This is an optimization exercise on Yosys and OpenROAD, whose aim is small area, a short achievable clock period and few clock cycles, not a production implementation.
The RTL was checked by simulation tests, not by an equivalence proof against the original design.
Power is estimated from default activity; no workload was simulated.

==> flow/design.v <==
`timescale 1ns / 1ps
`default_nettype none
module lc4_divider
   (input  wire        clk,
    input  wire        rst,
    input  wire        i_go,         
    input  wire [15:0] i_dividend,
    input  wire [15:0] i_divisor,
    output wire        o_done,       
    output wire [15:0] o_quotient,
    output wire [15:0] o_remainder);
   reg        busy;
   reg [1:0]  k;
   reg [15:0] rr;
   reg [11:0] qq;
   wire [15:0] a = i_dividend;
   wire [15:0] b = i_divisor;
   wire bz = (b == 16'd0);
   wire c1 = ({4'd0,  a[15:4]}  < b);
   wire c2 = ({8'd0,  a[15:8]}  < b);
   wire c3 = ({12'd0, a[15:12]} < b);
   wire [1:0]  j  = (c1 | bz) ? 2'd0 : c2 ? 2'd1 : c3 ? 2'd2 : 2'd3;
   wire [15:0] r0 = c1 ? {4'd0, a[15:4]} : c2 ? {8'd0, a[15:8]} :
                    c3 ? {12'd0, a[15:12]} : 16'd0;
   wire [1:0]  kk  = busy ? k : j;
   wire [15:0] rin = busy ? rr : r0;
   wire [11:0] qin = busy ? qq : 12'd0;
   wire [3:0]  bits = (kk == 2'd0) ? a[3:0] : (kk == 2'd1) ? a[7:4] :
                      (kk == 2'd2) ? a[11:8] : a[15:12];
   wire [15:0] rs0, rs1, rs2, rs3;
   wire [3:0]  qc;
   lc4_div_row row3 (.i_r(rin), .i_bit(bits[3]), .i_b(b), .o_q(qc[3]), .o_r(rs3));
   lc4_div_row row2 (.i_r(rs3), .i_bit(bits[2]), .i_b(b), .o_q(qc[2]), .o_r(rs2));
   lc4_div_row row1 (.i_r(rs2), .i_bit(bits[1]), .i_b(b), .o_q(qc[1]), .o_r(rs1));
   lc4_div_row row0 (.i_r(rs1), .i_bit(bits[0]), .i_b(b), .o_q(qc[0]), .o_r(rs0));
   assign o_done      = (kk == 2'd0);
   assign o_quotient  = bz ? 16'd0 : {qin, qc};
   assign o_remainder = bz ? 16'd0 : rs0;
   always @(posedge clk) begin
      if (rst)
        busy <= 1'b0;
      else if (i_go)
        busy <= (kk != 2'd0);
      if (i_go) begin
         k  <= kk - 2'd1;
         rr <= rs0;
         qq <= {qin[7:0], qc};
      end
   end
endmodule
module lc4_div_row
   (input  wire [15:0] i_r,
    input  wire        i_bit,
    input  wire [15:0] i_b,
    output wire        o_q,
    output wire [15:0] o_r);
   wire [16:0] t = {i_r, i_bit};
   wire [17:0] d = {1'b0, t} - {2'b0, i_b};
   assign o_q = ~d[17];
   assign o_r = o_q ? d[15:0] : t[15:0];
endmodule
`timescale 1ns / 1ps
`default_nettype none
module lc4_regfile
   (input  wire        clk,
    input  wire        rst,
    input  wire [2:0]  i_rs,
    output wire [15:0] o_rs_data,
    input  wire [2:0]  i_rt,
    output wire [15:0] o_rt_data,
    input  wire [2:0]  i_rd,
    input  wire [15:0] i_wdata,
    input  wire        i_rd_we);
   reg [15:0] r [0:7];
   wire [15:0] wd = rst ? 16'd0 : i_wdata;
   genvar i;
   for (i = 0; i < 8; i = i + 1) begin : g_reg
      always @(posedge clk)
        if (rst | (i_rd_we & (i_rd == i))) r[i] <= wd;
   end
   assign o_rs_data = r[i_rs];
   assign o_rt_data = r[i_rt];
endmodule
`timescale 1ns / 1ps
`default_nettype none
module lc4_core
   (input  wire        clk,
    input  wire        rst,
    output wire [15:0] o_cur_pc,
    input  wire [15:0] i_cur_insn,
    output wire [15:0] o_dmem_addr,
    input  wire [15:0] i_cur_dmem_data,
    output wire        o_dmem_we,
    output wire [15:0] o_dmem_towrite,
    output wire [1:0]  test_stall,
    output wire [15:0] test_cur_pc,
    output wire [15:0] test_cur_insn,
    output wire        test_regfile_we,
    output wire [2:0]  test_regfile_wsel,
    output wire [15:0] test_regfile_data,
    output wire        test_nzp_we,
    output wire [2:0]  test_nzp_new_bits,
    output wire        test_dmem_we,
    output wire [15:0] test_dmem_addr,
    output wire [15:0] test_dmem_data
    );
   reg [15:0] pc;
   reg [2:0]  nzp;
   reg        x_valid;
   reg [15:0] x_insn, x_pc, x_a, x_b;
   reg        w_valid, w_rf_we, w_nzp_we, w_dmem_we;
   reg [15:0] w_pc, w_insn, w_val, w_addr;
   reg [2:0]  w_wsel, w_nzp;
   wire        x_stall;
   wire        x_rf_we, x_nzp_we;
   wire [2:0]  x_wsel, x_nzp;
   wire [15:0] x_res;
   wire [15:0] f_insn = i_cur_insn;
   wire [3:0]  f_op   = f_insn[15:12];
   wire [2:0]  f_asel = (f_op == 4'b0010 || f_op == 4'b1101) ? f_insn[11:9] :
                        (f_op == 4'b1000) ? 3'd7 : f_insn[8:6];
   wire [2:0]  f_bsel = (f_op == 4'b0111) ? f_insn[11:9] : f_insn[2:0];
   wire [15:0] rf_a, rf_b;
   wire        x_wr = x_valid & x_rf_we;
   lc4_regfile rf (.clk(clk), .rst(rst),
                   .i_rs(f_asel), .o_rs_data(rf_a),
                   .i_rt(f_bsel), .o_rt_data(rf_b),
                   .i_rd(x_wsel), .i_wdata(x_res), .i_rd_we(x_wr & ~x_stall));
   wire [15:0] f_a = (x_wr && x_wsel == f_asel) ? x_res : rf_a;
   wire [15:0] f_b = (x_wr && x_wsel == f_bsel) ? x_res : rf_b;
   wire [2:0]  f_nzp = (x_valid & x_nzp_we) ? x_nzp : nzp;
   wire [15:0] pc1 = pc + 16'd1;
   wire        f_is_br = (f_op == 4'b0000);
   wire [15:0] f_off = f_is_br ? {{7{f_insn[8]}}, f_insn[8:0]} : {{5{f_insn[10]}}, f_insn[10:0]};
   wire [15:0] f_tgt = pc1 + f_off;
   wire        f_taken = |(f_insn[11:9] & f_nzp);
   reg [15:0] f_npc;
   always @* begin
      case (f_op)
        4'b0000: f_npc = f_taken ? f_tgt : pc1;                         
        4'b0100: f_npc = f_insn[11] ? {pc[15], f_insn[10:0], 4'b0000}   
                                    : f_a;                              
        4'b1000: f_npc = f_a;                                           
        4'b1100: f_npc = f_insn[11] ? f_tgt : f_a;                      
        4'b1111: f_npc = {8'h80, f_insn[7:0]};                          
        default: f_npc = pc1;
      endcase
   end
   always @(posedge clk) begin
      if (rst) begin
         pc      <= 16'h8200;
         x_valid <= 1'b0;
      end else if (!x_stall) begin
         pc      <= f_npc;
         x_valid <= 1'b1;
      end
      if (!x_stall) begin
         x_insn <= f_insn;
         x_pc   <= pc;
         x_a    <= f_a;
         x_b    <= f_b;
      end
   end
   assign o_cur_pc = pc;
   wire [3:0] x_op = x_insn[15:12];
   wire x_arith = (x_op == 4'b0001);
   wire x_cmp   = (x_op == 4'b0010);
   wire x_jsr   = (x_op == 4'b0100);
   wire x_logic = (x_op == 4'b0101);
   wire x_ldr   = (x_op == 4'b0110);
   wire x_str   = (x_op == 4'b0111);
   wire x_const = (x_op == 4'b1001);
   wire x_shift = (x_op == 4'b1010);
   wire x_hic   = (x_op == 4'b1101);
   wire x_trap  = (x_op == 4'b1111);
   wire x_ari_r = x_arith & ~x_insn[5];
   wire x_mul   = x_ari_r & (x_insn[4:3] == 2'b01);
   wire x_sub   = x_ari_r & (x_insn[4:3] == 2'b10);
   wire x_div   = x_ari_r & (x_insn[4:3] == 2'b11);
   wire x_mod   = x_shift & (x_insn[5:4] == 2'b11);
   wire x_addr  = x_ldr | x_str;
   assign x_rf_we  = x_arith | x_jsr | x_logic | x_ldr | x_const | x_shift | x_hic | x_trap;
   assign x_nzp_we = x_rf_we | x_cmp;
   assign x_wsel   = (x_jsr | x_trap) ? 3'd7 : x_insn[11:9];
   wire [15:0] sx5 = {{11{x_insn[4]}}, x_insn[4:0]};
   wire [15:0] sx6 = {{10{x_insn[5]}}, x_insn[5:0]};
   wire [15:0] sx7 = {{9{x_insn[6]}}, x_insn[6:0]};
   wire [15:0] ux7 = {9'd0, x_insn[6:0]};
   wire [15:0] op2 = x_addr ? sx6 :
                     x_arith ? (x_insn[5] ? sx5 : x_b) :
                     (x_insn[8:7] == 2'b10) ? sx7 :
                     (x_insn[8:7] == 2'b11) ? ux7 : x_b;
   wire        x_neg = x_sub | x_cmp;
   wire        x_sgn = x_cmp & ~x_insn[7];
   wire [16:0] sum = {x_sgn & x_a[15], x_a} + ({x_sgn & op2[15], op2} ^ {17{x_neg}}) + {16'd0, x_neg};
   wire        c_lt = sum[16];
   wire        c_eq = (x_a == op2);
   wire [15:0] prod = x_a * x_b;
   wire        d_done;
   wire [15:0] quo, rem;
   lc4_divider div (.clk(clk), .rst(rst), .i_go(x_valid & (x_div | x_mod)),
                    .i_dividend(x_a), .i_divisor(x_b),
                    .o_done(d_done), .o_quotient(quo), .o_remainder(rem));
   assign x_stall = x_valid & (x_div | x_mod) & ~d_done;
   reg [15:0] lg;
   always @* begin
      if (x_insn[5]) lg = x_a & sx5;
      else case (x_insn[4:3])
             2'b00: lg = x_a & x_b;
             2'b01: lg = ~x_a;
             2'b10: lg = x_a | x_b;
             default: lg = x_a ^ x_b;
           endcase
   end
   wire [3:0]  sh  = x_insn[3:0];
   wire [15:0] sll = x_a << sh;
   wire [15:0] srl = x_a >> sh;
   wire [15:0] sra = $signed(x_a) >>> sh;
   wire [15:0] shr = (x_insn[5:4] == 2'b00) ? sll : (x_insn[5:4] == 2'b01) ? sra :
                     (x_insn[5:4] == 2'b10) ? srl : rem;
   wire [15:0] x_pc1 = x_pc + 16'd1;
   reg [15:0] res;
   always @* begin
      case (x_op)
        4'b0001: res = x_mul ? prod : x_div ? quo : sum[15:0];
        4'b0101: res = lg;
        4'b0110: res = i_cur_dmem_data;
        4'b1001: res = {{7{x_insn[8]}}, x_insn[8:0]};
        4'b1010: res = shr;
        4'b1101: res = {x_insn[7:0], x_a[7:0]};
        default: res = x_pc1;                         
      endcase
   end
   assign x_res = res;
   assign x_nzp = x_cmp ? {c_lt, c_eq, ~c_lt & ~c_eq}
                        : {res[15], res == 16'd0, ~res[15] & (res != 16'd0)};
   always @(posedge clk) begin
      if (rst)
        nzp <= 3'b000;
      else if (x_valid & x_nzp_we & ~x_stall)
        nzp <= x_nzp;
   end
   assign o_dmem_addr    = sum[15:0];
   assign o_dmem_we      = x_valid & x_str;
   assign o_dmem_towrite = x_b;
   always @(posedge clk) begin
      if (rst)
        w_valid <= 1'b0;
      else
        w_valid <= x_valid & ~x_stall;
      w_pc      <= x_pc;
      w_insn    <= x_insn;
      w_rf_we   <= x_rf_we;
      w_wsel    <= x_wsel;
      w_nzp_we  <= x_nzp_we;
      w_nzp     <= x_nzp;
      w_dmem_we <= x_str;
      w_addr    <= sum[15:0];
      w_val     <= x_str ? x_b : res;
   end
   assign test_stall        = {1'b0, ~w_valid};
   assign test_cur_pc       = w_pc;
   assign test_cur_insn     = w_insn;
   assign test_regfile_we   = w_rf_we;
   assign test_regfile_wsel = w_wsel;
   assign test_regfile_data = w_val;
   assign test_nzp_we       = w_nzp_we;
   assign test_nzp_new_bits = w_nzp;
   assign test_dmem_we      = w_dmem_we;
   assign test_dmem_addr    = w_addr;
   assign test_dmem_data    = w_val;
endmodule
==> flow/run.sh <==
#!/bin/bash
# synth_recipe.tcl (not shown) runs the flow's synth.tcl, then flattens the netlist and writes it again
# the make line also repeats each setting of config.mk as NAME=value (left out here)
make -C /OpenROAD-flow-scripts/flow DESIGN_CONFIG=/design/flow/config.mk WORK_HOME=/design/flow/orfs CLKGATE_MAP_FILE= SYNTH_SCRIPT=/design/flow/synth_recipe.tcl finish
==> flow/config.mk <==
export PLATFORM = sky130hd
export DESIGN_NAME = lc4_core
export DESIGN_NICKNAME = lc4_core
export VERILOG_FILES = /design/flow/design.v
export SDC_FILE = /design/flow/constraint.sdc
export NUM_CORES = 4
export LEC_CHECK = 0
export CAP_MARGIN = 20
export CORE_MARGIN = 2
export CORE_UTILIZATION = 40
export SLEW_MARGIN = 20
==> flow/constraint.sdc <==
create_clock -name core_clock -period 60.0 [get_ports {clk}]
set_input_delay 12.0000 -clock core_clock [delete_from_list [all_inputs] [get_ports {clk}]]
set_output_delay 12.0000 -clock core_clock [all_outputs]
set_load 0.01 [all_outputs]
==> results.txt <==
## power breakdown
part / total (mW) / leakage [nW] / internal (mW) / switching [mW]
clock network: 0.239 / 0.625 / 0.137 / 0.101
registers: 0.303 / 3.09 / 0.283 / 0.0203
logic: 1.54 / 9.57 / 0.578 / 0.962
## cells in the final DEF, fill, tap and decap left out, types with 34 or more instances in the layout
cell type	Yosys	final
nand2_1	371	371
nor2_1	313	313
a21oi_1	280	279
inv_1	233	233
edfxtp_1	222	222
o21ai_0	227	221
ha_1	210	210
clkdlybuf4s50_1	0	172
xnor2_1	125	125
dfxtp_1	95	95
fa_1	86	86
buf_4	18	81
mux2i_1	82	80
nand3_1	69	69
a211oi_1	63	63
nor3_1	57	57
xor2_1	41	41
o22ai_1	40	40
clkbuf_16	0	39
nand2b_1	36	36
a21o_1	36	36
a31oi_1	35	35
mux2_2	35	35
o211ai_1	34	34
## worst max-delay path: cells and delay by family, from the launching register on
family	cells	cell delay, ps
AO/OA/AOI/OAI	31	9220
adder cells (fa/ha/maj)	6	2110
buffers and inverters	4	1450
flip-flops	1	640
multiplexers	3	1200
AND/OR/NAND/NOR	13	3580
## per-stage QoR
stage / setup WS, ps / area (um^2) / cells / power, mW / utilization
final: 41590 / 32900 / 4458 / 2.08 / 0.461
after global routing: 40370 / 32900 / 4458 / 2.22 / 0.461
after CTS: 41900 / 32900 / 4458 / 2.06 / 0.461
after detailed placement: 42030 / 31700 / 4387 / 1.81 / 0.443
after global placement: 42400 / 31700 / 4387 / 1.81 / 0.443
after floorplan: 43940 / 28900 / 3378 / 1.31 / -
## registers in the layout, summed over array words and instances, names as in the netlist, 2 cells and up
signal  cells
w_nzp       3
w_insn     16
div.k       2
div.rr     16
w_addr     16
x_b        16
pc         16
x_a        16
div.qq     12
nzp         3
x_pc       16
rf.r      128
x_insn     16
w_val      16
w_pc       16
w_wsel      3
## cells by family (layout without fill, tap and decap cells)
logic type	count (synthesis)	count (layout)	synth area share
flops	317	317	0.296
compound gates	1007	1007	0.228
fa+ha+maj	296	296	0.150
buf+inv	441	571	0.0615
simple gates	1018	1018	0.160
mux	132	132	0.0532
other cells	1	1	0.000130
xor+xnor	166	166	0.0503
## area by class of cell
type	count	area [um^2]	area share
Clock buffer	54	1090	0.0332
Multi-Input combinational cell	2620	18600	0.566
Tap cell	950	1190	0.0361
Inverter	247	930	0.0282
Timing Repair Buffer	253	2330	0.0708
Sequential cell	317	8570	0.260
Clock inverter	17	174	0.00528
## path summary, 6_finish.rpt
kind                                end  startpoint  cells past startpoint
worst max-delay path              pc[0]      x_b[2]                     57
worst min-delay path            w_pc[9]     x_pc[9]                      0
worst max register to register    pc[0]      x_b[2]                     57
worst min register to register  w_pc[9]     x_pc[9]                      0
## per-layer routing
layer / up-vias / wire (um)
li1: 12420 / -
met1: 13182 / 46200
met2: 1488 / 52300
met3: 324 / 10700
met4: 2 / 7360
met5: - / 11
==> flow_metrics.tcl <==
set metrics [dict create \
    outcome "complete, no violations" \
    fillers 6921 \
    synth_seq_cells 317 \
    cts_sinks 317 \
    synth-edff-count 222 \
    finalSetupViolCount 0 \
    cp_slowest_stage_delay_ps 760 \
    rsz0062_at_grt "no" \
    total_leakage_power_nw 13.3 \
    vias 27416 \
    area_growth_pct 13.9 \
    drtPass1Iterations 6 \
    ys_top_cells_by_count "nand2_1 (371), nor2_1 (313), a21oi_1 (280)" \
    cts_root_buffer "clkbuf_16" \
    grt_util_met2 0.485 \
    drt_wl_total_um 117000 \
    ir_drop_v 0.000164 \
    fin_crit_sh 0.307 \
    slew_headroom 0.283 \
    arrival_ps 18840 \
    ant_nets 0 \
    skew_ps 30.0 \
    grt_overflow 0 \
    gp_congestion 1.04 \
    fp.dieW_um 273 \
    ys_types 110 \
    cp-end-kind "flip-flop" \
    cts_hold_buf 0 \
    die_h_um 273 \
    dieArea_um2 74400 \
    hp-class "reg -> reg" \
    hold_viol 0 \
    start_util 0.404 \
    grt_max_degree 66 \
    synth-async-reset-ratio 0 \
    dpl.hpwl_um 85500 \
    yosysTopAreaCell "edfxtp_1" \
    viasPerCell 6.15 \
    tritoncts "done" \
    clockBufferDepth 3 \
    rrSetupSlack_ps 41590 \
    use_met3 0.0453 \
    synth_cells 3378 \
    row_count 98 \
    synth.top_cell.area_share 0.231 \
    wire_per_inst_um 26.1 \
    p_per_area_nw_per_um2 63.2 \
    drive_gt1_frac 0.0770 \
    drc_errors 0 \
    grt_usage 0.305 \
    synthFlopType "edfxtp_1" \
    grt_use_met1 0.400 \
    drv_cap 0 \
    path_common_cell "ha_1" \
    clock_latency_ps 590 \
    cp-start-kind "flip-flop" \
    syn-cell-area_um2 28900 \
    ys_seq_area_frac 0.296 \
    synthesis.nets 3708 \
    core_region_area_um2 71500 \
    cts_resized 0 \
    drt_iter0_markers 3169 \
    netlist_top_cells_area "edfxtp_1 (23%), ha_1 (9.1%), dfxtp_1 (6.6%)" \
    drv_slew 0 \
    htree_levels 2 \
    grt_pass1_vias 26079 \
    io_buffers 172 \
    top_usage_layer "met2" \
    ios 174 \
    clk_pin_slew_ps 60 \
    criticalPathCategory "reg -> reg" \
    fmax_ghz 0.0543 \
    worstMarginPinSlew_ps 1070 \
    cts_made_buffers 39 \
    setup_tns_ps 0 \
    ys.warnings.count 4 \
    cp_slowest_cell "clkinv_1" \
    fin_crit_ps 18410 \
    cp_max_fo 17 \
    critPathRequiredTime_ps 60430 \
    grt_antenna_before_repair 3 \
    layout.nets 3808 \
    grt_pass1_wl_um 171000 \
    hold-worst-slack_ps 429 \
    postSynthAreaPerCell_um2 8.56 \
    post_cts_buffers 0 \
    yosysMostFrequentCell "nand2_1" \
    diodes 0 \
]
Testbench counts, summed over its fixed seeds: cycles 48,366.

[re-timing with driven ports]
The flow's constraints put no driver on any port. The routed layout listed below was extracted and timed again, unchanged, in two steps. Step 1 sets driving cells, clkbuf_16 on the clock port and buf_2 on the other inputs (assumed; they add their load-dependent delay and slew). Step 2 also shifts input and output timing later by t, the mid clock arrival at the registers, as if the neighbouring blocks saw the same clock. Three values: ideal, step 1, step 2; two values: the first two.
t (ns): 0.639
setup slack, ns: 41.594 / 41.594 / 41.594
worst setup path at the end: register to register
worst register clock-pin slew, ns: 0.06 / 0.06
cell pins on the clock port's net: 1
After both steps setup and hold are still met in this run. For this run, drivers alone change the setup slack by 0.000 ns; drivers and shift together by 0.000 ns.
